Source: an optimization exercise on an open RTL-to-GDS flow (aim: small area, a short achievable clock period and few clock cycles). Production flows keep margins and buffers that such runs may drop.
At most, simulation tests tie the RTL to the original design; equivalence was not proved.

## csi_top
module csi_top (
	input  logic        clk,
	input  logic        rst_n,
	input  logic        start,
	output logic [17:0] sram_addr,
	output logic [15:0] sram_wdata,
	output logic        sram_we_n,
	input  logic [15:0] sram_rdata,
	output logic        done
);
Size in the first run: ~350 flip-flops, roughly 55 I/O pins.
export LEC_CHECK = 0
export CAP_MARGIN = 20
export CORE_MARGIN = 2
export CORE_UTILIZATION = 40
export PLACE_DENSITY = 0.6
export SLEW_MARGIN = 20
export SYNTH_HIERARCHICAL = 1
export SYNTH_MINIMUM_KEEP_SIZE = 0
create_clock -name core_clock -period 17.0 [get_ports {clk}]
standard.sh (not shown) runs the stock make flow with config.mk's settings and CLKGATE_MAP_FILE= SYNTH_SCRIPT=/design/flow/synth_recipe.tcl, a recipe that flattens the netlist after the stock synthesis.
==> flow/flow/run.sh <==
#!/bin/bash
# Standard ORFS layout with buf_2 port buffers and timing repair aimed at a
# 4.3 ns path delay (the constraints stay the design's: 17 ns clock).
set -euo pipefail
bash standard.sh "BUFFER_PORTS_ARGS=-buffer_cell sky130_fd_sc_hd__buf_2" SETUP_SLACK_MARGIN=12.7 finish > flow.log 2>&1
Testbench counts at the start, summed over its fixed seeds: cycles 2,304,384.
==> next run, changes <==
--- a/flow/design.v
+++ b/flow/design.v
@@ -187,14 +187,16 @@
 csi_fa u_it_n136 (.a(it_n80), .b(it_n106), .c(it_n105), .s(it_n136), .co(it_n137));
 wire it_n138, it_n139;
 csi_fa u_it_n138 (.a(ia[7]), .b(it_n108), .c(it_n107), .s(it_n138), .co(it_n139));
 wire it_n140 = ~ia[8];
 assign it_s = {it_n140, it_n138, it_n136, it_n134, it_n132, it_n130, it_n128, it_n126, it_n124, it_n122, it_n120, it_n118, it_n116, it_n114, it_n112, it_n110, ic[0]};
 assign it_c = {it_n139, it_n137, it_n135, it_n133, it_n131, it_n129, it_n127, it_n125, it_n123, it_n121, it_n119, it_n117, it_n115, it_n113, it_n111, ~ia[0], it_n109};
-wire [16:0] isum = it_s + it_c;
-wire [8:0]  ires = isum[16:8];
+wire [8:0]  it_lo = {1'b0, it_s[7:0]} + {1'b0, it_c[7:0]};
+logic [8:0] i_hs, i_hc;
+logic       i_cy;
+wire [8:0]  ires = i_hs + i_hc + {8'd0, i_cy};
 function automatic logic [8:0] ex(input logic [7:0] s);    
 	ex = {s[7], ~s[7], s[6:0]};
 endfunction
 logic [7:0] ycur, ylo;         
 logic [8:0] xcur;              
 logic       selb;              
@@ -721,15 +723,18 @@
 	selb <= ph[0] | ph[2];
 	gnu  <= ~(ph[4] ? ex(L[6]) : uo);
 	gnv  <= ~(ph[4] ? ex(L[7]) : vo);
 	ia <= {1'b0, tp0} + {1'b0, tp1};
 	ib <= {1'b0, tm1} + {1'b0, tp2};
 	ic <= {1'b0, tm2} + {1'b0, tp3};
-	if (ph[3])
-		vo <= ires;
+	i_hs <= it_s[16:8];
+	i_hc <= it_c[16:8];
+	i_cy <= it_lo[8];
 	if (ph[4])
+		vo <= ires;
+	if (ph[0])
 		uo <= ires;
 	rb_hs <= rbt_s[26:16];
 	rb_hc <= rbt_c[26:16];
 	rb_cy <= rb_lo[16];
 	g_hs  <= gt_s[26:16];
 	g_hc  <= gt_c[26:16];
=> Cell area came out higher by about 1.8%; synthesized cell count came out higher by 2.4%; area after synthesis is higher by 2.3%; final cell count climbs by about 1.6%; via count climbs by 1.2%; wire length goes up by 2.1%.
Only the layout flow was run in the second run of this note; the RTL was not checked for function there.

csi_top again, from the RTL that the note above started with.
// csi_top
module csi_top (
	input  logic        clk,
	input  logic        rst_n,
	input  logic        start,
	output logic [17:0] sram_addr,
	output logic [15:0] sram_wdata,
	output logic        sram_we_n,
	input  logic [15:0] sram_rdata,
	output logic        done
);
localparam logic [17:0] U_BASE   = 18'd38400;
localparam logic [17:0] V_BASE   = 18'd57600;
localparam logic [17:0] RGB_BASE = 18'd146944;
localparam logic [15:0] C_END    = 16'd38406;
logic        run;
logic        we;        
logic [4:0]  ph;        
logic [15:0] c;         
logic [7:0]  col;       
logic [17:0] wc;        
wire wact = (|c[15:3]) | (c[2] & c[1]);    
logic [7:0]  uh, ul, vh, vl;
logic [7:0]  L [0:10];
wire [7:0] ins  = ph[0] ? (c[0] ? vl : vh) : (c[0] ? ul : uh);
logic      head, t157, t158, t159;    
wire [7:0] tp1 = t159 ? L[6] : L[4];
wire [7:0] tp2 = t159 ? L[6] : (t158 ? L[4] : L[2]);
wire [7:0] tp3 = t159 ? L[6] : (t158 ? L[4] : (t157 ? L[2] : L[0]));
logic [8:0] ia, ib, ic;
wire [7:0] tm1 = L[8];
wire [7:0] tm2 = L[10];
wire [7:0] tp0 = L[6];
logic [8:0] uo, vo;
wire  [16:0] it_s, it_c;
wire it_n1 = ~ia[0];
wire it_n2, it_n3;
csi_ha u_it_n2 (.a(ia[1]), .b(ia[3]), .s(it_n2), .co(it_n3));
wire it_n4, it_n5;
csi_ha u_it_n4 (.a(ia[0]), .b(~ia[5]), .s(it_n4), .co(it_n5));
wire it_n6 = ~(ia[1] ^ ~ia[6]);
wire it_n7 = ia[1] | ~ia[6];
wire it_n8, it_n9;
csi_fa u_it_n8 (.a(~ib[0]), .b(ib[3]), .c(ib[4]), .s(it_n8), .co(it_n9));
wire it_n10, it_n11;
  ...
==> flow/config.mk <==
export PLATFORM = sky130hd
export DESIGN_NAME = csi_top
export DESIGN_NICKNAME = csi_top
export VERILOG_FILES = /design/flow/design.v
export SDC_FILE = /design/flow/constraint.sdc
export NUM_CORES = 4
export LEC_CHECK = 0
export CAP_MARGIN = 20
export CORE_MARGIN = 2
export CORE_UTILIZATION = 65
export CTS_CLUSTER_DIAMETER = 100
export CTS_CLUSTER_SIZE = 30
export PLACE_DENSITY = 0.75
export SLEW_MARGIN = 20
export SYNTH_HIERARCHICAL = 1
export SYNTH_MINIMUM_KEEP_SIZE = 0
==> flow/constraint.sdc <==
create_clock -name core_clock -period 17.0 [get_ports {clk}]
set_input_delay 3.4000 -clock core_clock [delete_from_list [all_inputs] [get_ports {clk}]]
set_output_delay 3.4000 -clock core_clock [all_outputs]
set_load 0.01 [all_outputs]
Scripts as last shown in full above: flow/flow/run.sh
The first run completed with no timing, DRC or antenna violations.
Testbench counts at the start, summed over its fixed seeds: cycles 2,304,384.
Then changed:
--- a/flow/design.v
+++ b/flow/design.v
@@ -23,34 +23,34 @@
 	output logic        sram_we_n,
 	input  logic [15:0] sram_rdata,
 	output logic        done
 );
 localparam logic [17:0] U_BASE   = 18'd38400;
 localparam logic [17:0] V_BASE   = 18'd57600;
 localparam logic [17:0] RGB_BASE = 18'd146944;
-localparam logic [15:0] C_END    = 16'd38406;
+localparam logic [15:0] C_END    = 16'd38405;
 logic        run;
 logic        we;        
 logic [4:0]  ph;        
 logic [15:0] c;         
 logic [7:0]  col;       
 logic [17:0] wc;        
-wire wact = (|c[15:3]) | (c[2] & c[1]);    
-logic [7:0]  uh, ul, vh, vl;
+wire wact = (|c[15:3]) | (c[2] & (c[1] | c[0]));    
+logic [7:0]  ul, vh, vl;
 logic [7:0]  L [0:10];
-wire [7:0] ins  = ph[0] ? (c[0] ? vl : vh) : (c[0] ? ul : uh);
+wire [7:0] ins  = ph[0] ? (c[0] ? ul : sram_rdata[15:8]) : (c[0] ? vh : vl);
 logic      head, t157, t158, t159;    
+wire       hmod = (ph[0] & head) | (ph[4] & t159);    
 wire [7:0] tp1 = t159 ? L[6] : L[4];
 wire [7:0] tp2 = t159 ? L[6] : (t158 ? L[4] : L[2]);
 wire [7:0] tp3 = t159 ? L[6] : (t158 ? L[4] : (t157 ? L[2] : L[0]));
 logic [8:0] ia, ib, ic;
 wire [7:0] tm1 = L[8];
 wire [7:0] tm2 = L[10];
 wire [7:0] tp0 = L[6];
-logic [8:0] uo, vo;
 wire  [16:0] it_s, it_c;
 wire it_n1 = ~ia[0];
 wire it_n2, it_n3;
 csi_ha u_it_n2 (.a(ia[1]), .b(ia[3]), .s(it_n2), .co(it_n3));
 wire it_n4, it_n5;
 csi_ha u_it_n4 (.a(ia[0]), .b(~ia[5]), .s(it_n4), .co(it_n5));
 wire it_n6 = ~(ia[1] ^ ~ia[6]);
@@ -681,15 +681,15 @@
 		if (wact & (ph[1] | ph[3] | ph[4]))
 			wc <= wc + 18'd1;
 	end
 end
 assign sram_we_n = ~we;
 always_ff @(posedge clk) begin
 	if (ph[0])
-		sram_addr <= {2'b00, c - 16'd5};
+		sram_addr <= {2'b00, c - 16'd4};
 	else if (ph[2])
 		sram_addr <= (c[0] ? U_BASE : V_BASE) + {3'b000, c[15:1]};
 	else
 		sram_addr <= wc;
 	sram_wdata[15:8] <= ph[1] ? rb : (ph[3] ? bbuf : gg);
 	sram_wdata[7:0]  <= ph[1] ? gg : rb;
 	if (ph[2])
@@ -701,37 +701,34 @@
 		ylo  <= sram_rdata[7:0];
 	end else if (ph[1]) begin
 		ycur <= ylo;
 	end
 	if (ph[0] & c[0])
 		{vh, vl} <= sram_rdata;
 	if (ph[0] & ~c[0])
-		{uh, ul} <= sram_rdata;
-	if (run & (ph[0] | ph[2])) begin
+		ul <= sram_rdata[7:0];
+	if (run & (ph[0] | ph[4])) begin
 		L[0] <= ins;
 		for (int i = 1; i <= 10; i++)
 			L[i] <= L[i-1];
-		if (head) begin
+		if (hmod) begin
 			L[8]  <= L[5];
 			L[10] <= L[5];
 		end
 	end
 end
 always_ff @(posedge clk) begin
-	xcur <= ph[4] ? ex(L[7]) : (ph[0] ? ex(L[6]) : (ph[1] ? vo : uo));
+	xcur <= (ph[4] | ph[0]) ? ex(L[5]) : ires;
 	selb <= ph[0] | ph[2];
-	gnu  <= ~(ph[4] ? ex(L[6]) : uo);
-	gnv  <= ~(ph[4] ? ex(L[7]) : vo);
+	gnu  <= ~(ph[4] ? ex(L[4]) : ires);
+	if (ph[4] | ph[1])
+		gnv <= ~(ph[4] ? ex(L[5]) : ires);
 	ia <= {1'b0, tp0} + {1'b0, tp1};
 	ib <= {1'b0, tm1} + {1'b0, tp2};
 	ic <= {1'b0, tm2} + {1'b0, tp3};
-	if (ph[3])
-		vo <= ires;
-	if (ph[4])
-		uo <= ires;
 	rb_hs <= rbt_s[26:16];
 	rb_hc <= rbt_c[26:16];
 	rb_cy <= rb_lo[16];
 	g_hs  <= gt_s[26:16];
 	g_hc  <= gt_c[26:16];
 	g_cy  <= g_lo[16];
 end
What happened: The new run finished clean; routed wire length rises by 1.3%; register-to-register slack loses 0.14 ns; clock skew went down by 0.016 ns; setup slack improved by 0.027 ns; global-route usage came out higher by 0.57 points; critical path depth shrinks by 1; die area falls by 2.8%; count of clock-buffer cells in the layout came out lower by 5; flip-flop and latch count is lower by 26.
Testbench counts after the change, summed over its fixed seeds: cycles 2,304,324.

Another version of the RTL of csi_top (not shown whole).
Size: about 310 flip-flops, about 55 I/O pins.
Settings: LEC_CHECK=0, CAP_MARGIN=20, CORE_MARGIN=2, CORE_UTILIZATION=65, CTS_CLUSTER_DIAMETER=100, CTS_CLUSTER_SIZE=30, PLACE_DENSITY=0.75, SLEW_MARGIN=20, SYNTH_HIERARCHICAL=1, SYNTH_MINIMUM_KEEP_SIZE=0; clock period 17.0 ns.
==> flow/flow/run.sh <==
#!/bin/bash
# Standard ORFS layout with buf_2 port buffers, clock tree options below, and
# timing repair aimed at a 4.3 ns path delay. The constraints stay the design's.
set -euo pipefail
bash standard.sh "BUFFER_PORTS_ARGS=-buffer_cell sky130_fd_sc_hd__buf_2" SETUP_SLACK_MARGIN=12.7 \
  "CTS_ARGS=-sink_clustering_enable -repair_clock_nets -sink_clustering_size 30 -sink_clustering_max_diameter 100 -dont_use_dummy_load -sink_clustering_levels 1" \
  finish > flow.log 2>&1
The baseline finished with timing, DRC and antenna clean.
==> next run, changes <==
--- a/flow/design.v
+++ b/flow/design.v
@@ -809,16 +809,16 @@
 wire [10:0] rb_h = rb_hs + rb_hc + {10'd0, rb_cy};
 wire [10:0] g_h  = g_hs + g_hc + {10'd0, g_cy};
 wire [7:0]  rb   = clip(rb_h);
 wire [7:0]  gg   = clip(g_h);
 logic [7:0] bbuf;
 always_ff @(posedge clk or negedge rst_n) begin
 	if (!rst_n) begin
-		run       <= 1'b0;
-		done      <= 1'b0;
+		run  <= 1'b0;
+		done <= 1'b0;
 		we   <= 1'b0;
 	end else begin
 		we   <= run & wact & (ph[1] | ph[3] | ph[4]);
 		if (!run) begin
 			if (start) begin
 				run  <= 1'b1;
 				done <= 1'b0;
@@ -827,24 +827,24 @@
 			run  <= 1'b0;
 			done <= 1'b1;
 		end
 	end
 end
 always_ff @(posedge clk) begin
 	if (!run) begin
-		ph  <= 5'b00001;
-		c   <= 16'd0;
+		ph   <= 5'b00001;
+		c    <= 16'd0;
 		col  <= 8'd155;
 		head <= 1'b0;
 		t157 <= 1'b0;
 		t158 <= 1'b0;
 		t159 <= 1'b0;
 		tn2  <= 1'b1;
 		tn3  <= 1'b1;
-		wc  <= RGB_BASE[16:0];
+		wc   <= RGB_BASE[16:0];
 	end else begin
 		ph <= {ph[3:0], ph[4]};
 		if (ph[4]) begin
 			c    <= c_inc;
 			col  <= t159 ? 8'd0 : col_inc;
 			head <= t159;
 			t157 <= (col == 8'd156);
Setup slack is unchanged.
Count of clock-buffer cells in the layout stays the same.
Worst hold slack does not change.
Final area stays the same.
Sequential share of layout area stays the same.
Utilization stays the same.
Clock skew stays the same.
Register-to-register slack stays flat.
Maximum frequency is unchanged.
Testbench counts after the change, summed over its fixed seeds: cycles 2,304,324.
For the first run of this note, only the layout was checked, not whether the RTL still works.

-- what the ideal ports hide --
No port has a modelled driver above. Below, the same layouts with a new extraction and two added sets of constraints. Step 1: set_driving_cell puts a clkbuf_16 on clk and a buf_2 on each other input, an assumption about the parent block. Step 2 moves the port delays by t, midway between the first and last clock arrival at a register: inputs arrive t later, outputs are due t later. That takes back most of the time a late clock gives input paths. a / b / c = no drivers / after step 1 / after step 2; a / b = the first two.
| run | t, ns | setup WS [ns] | latest minus earliest clock arrival (ns) |
|---|---|---|---|
| the first run of note 1 | 0.599 | 12.529 / 12.477 / 12.775 | 0.034 / 0.033 |
| the second run of note 1 | 0.581 | 12.551 / 12.501 / 12.897 | 0.010 / 0.010 |
| the first run of note 2 | 0.570 | 12.528 / 12.475 / 12.722 | 0.039 / 0.040 |
| the second run of note 2 | 0.559 | 12.555 / 12.504 / 12.578 | 0.022 / 0.021 |
| the first run of note 3 | 0.542 | 12.552 / 12.501 / 12.793 | 0.075 / 0.074 |
| the second run of note 3 | 0.542 | 12.552 / 12.501 / 12.793 | 0.075 / 0.074 |
After both steps every run listed still meets setup and hold.
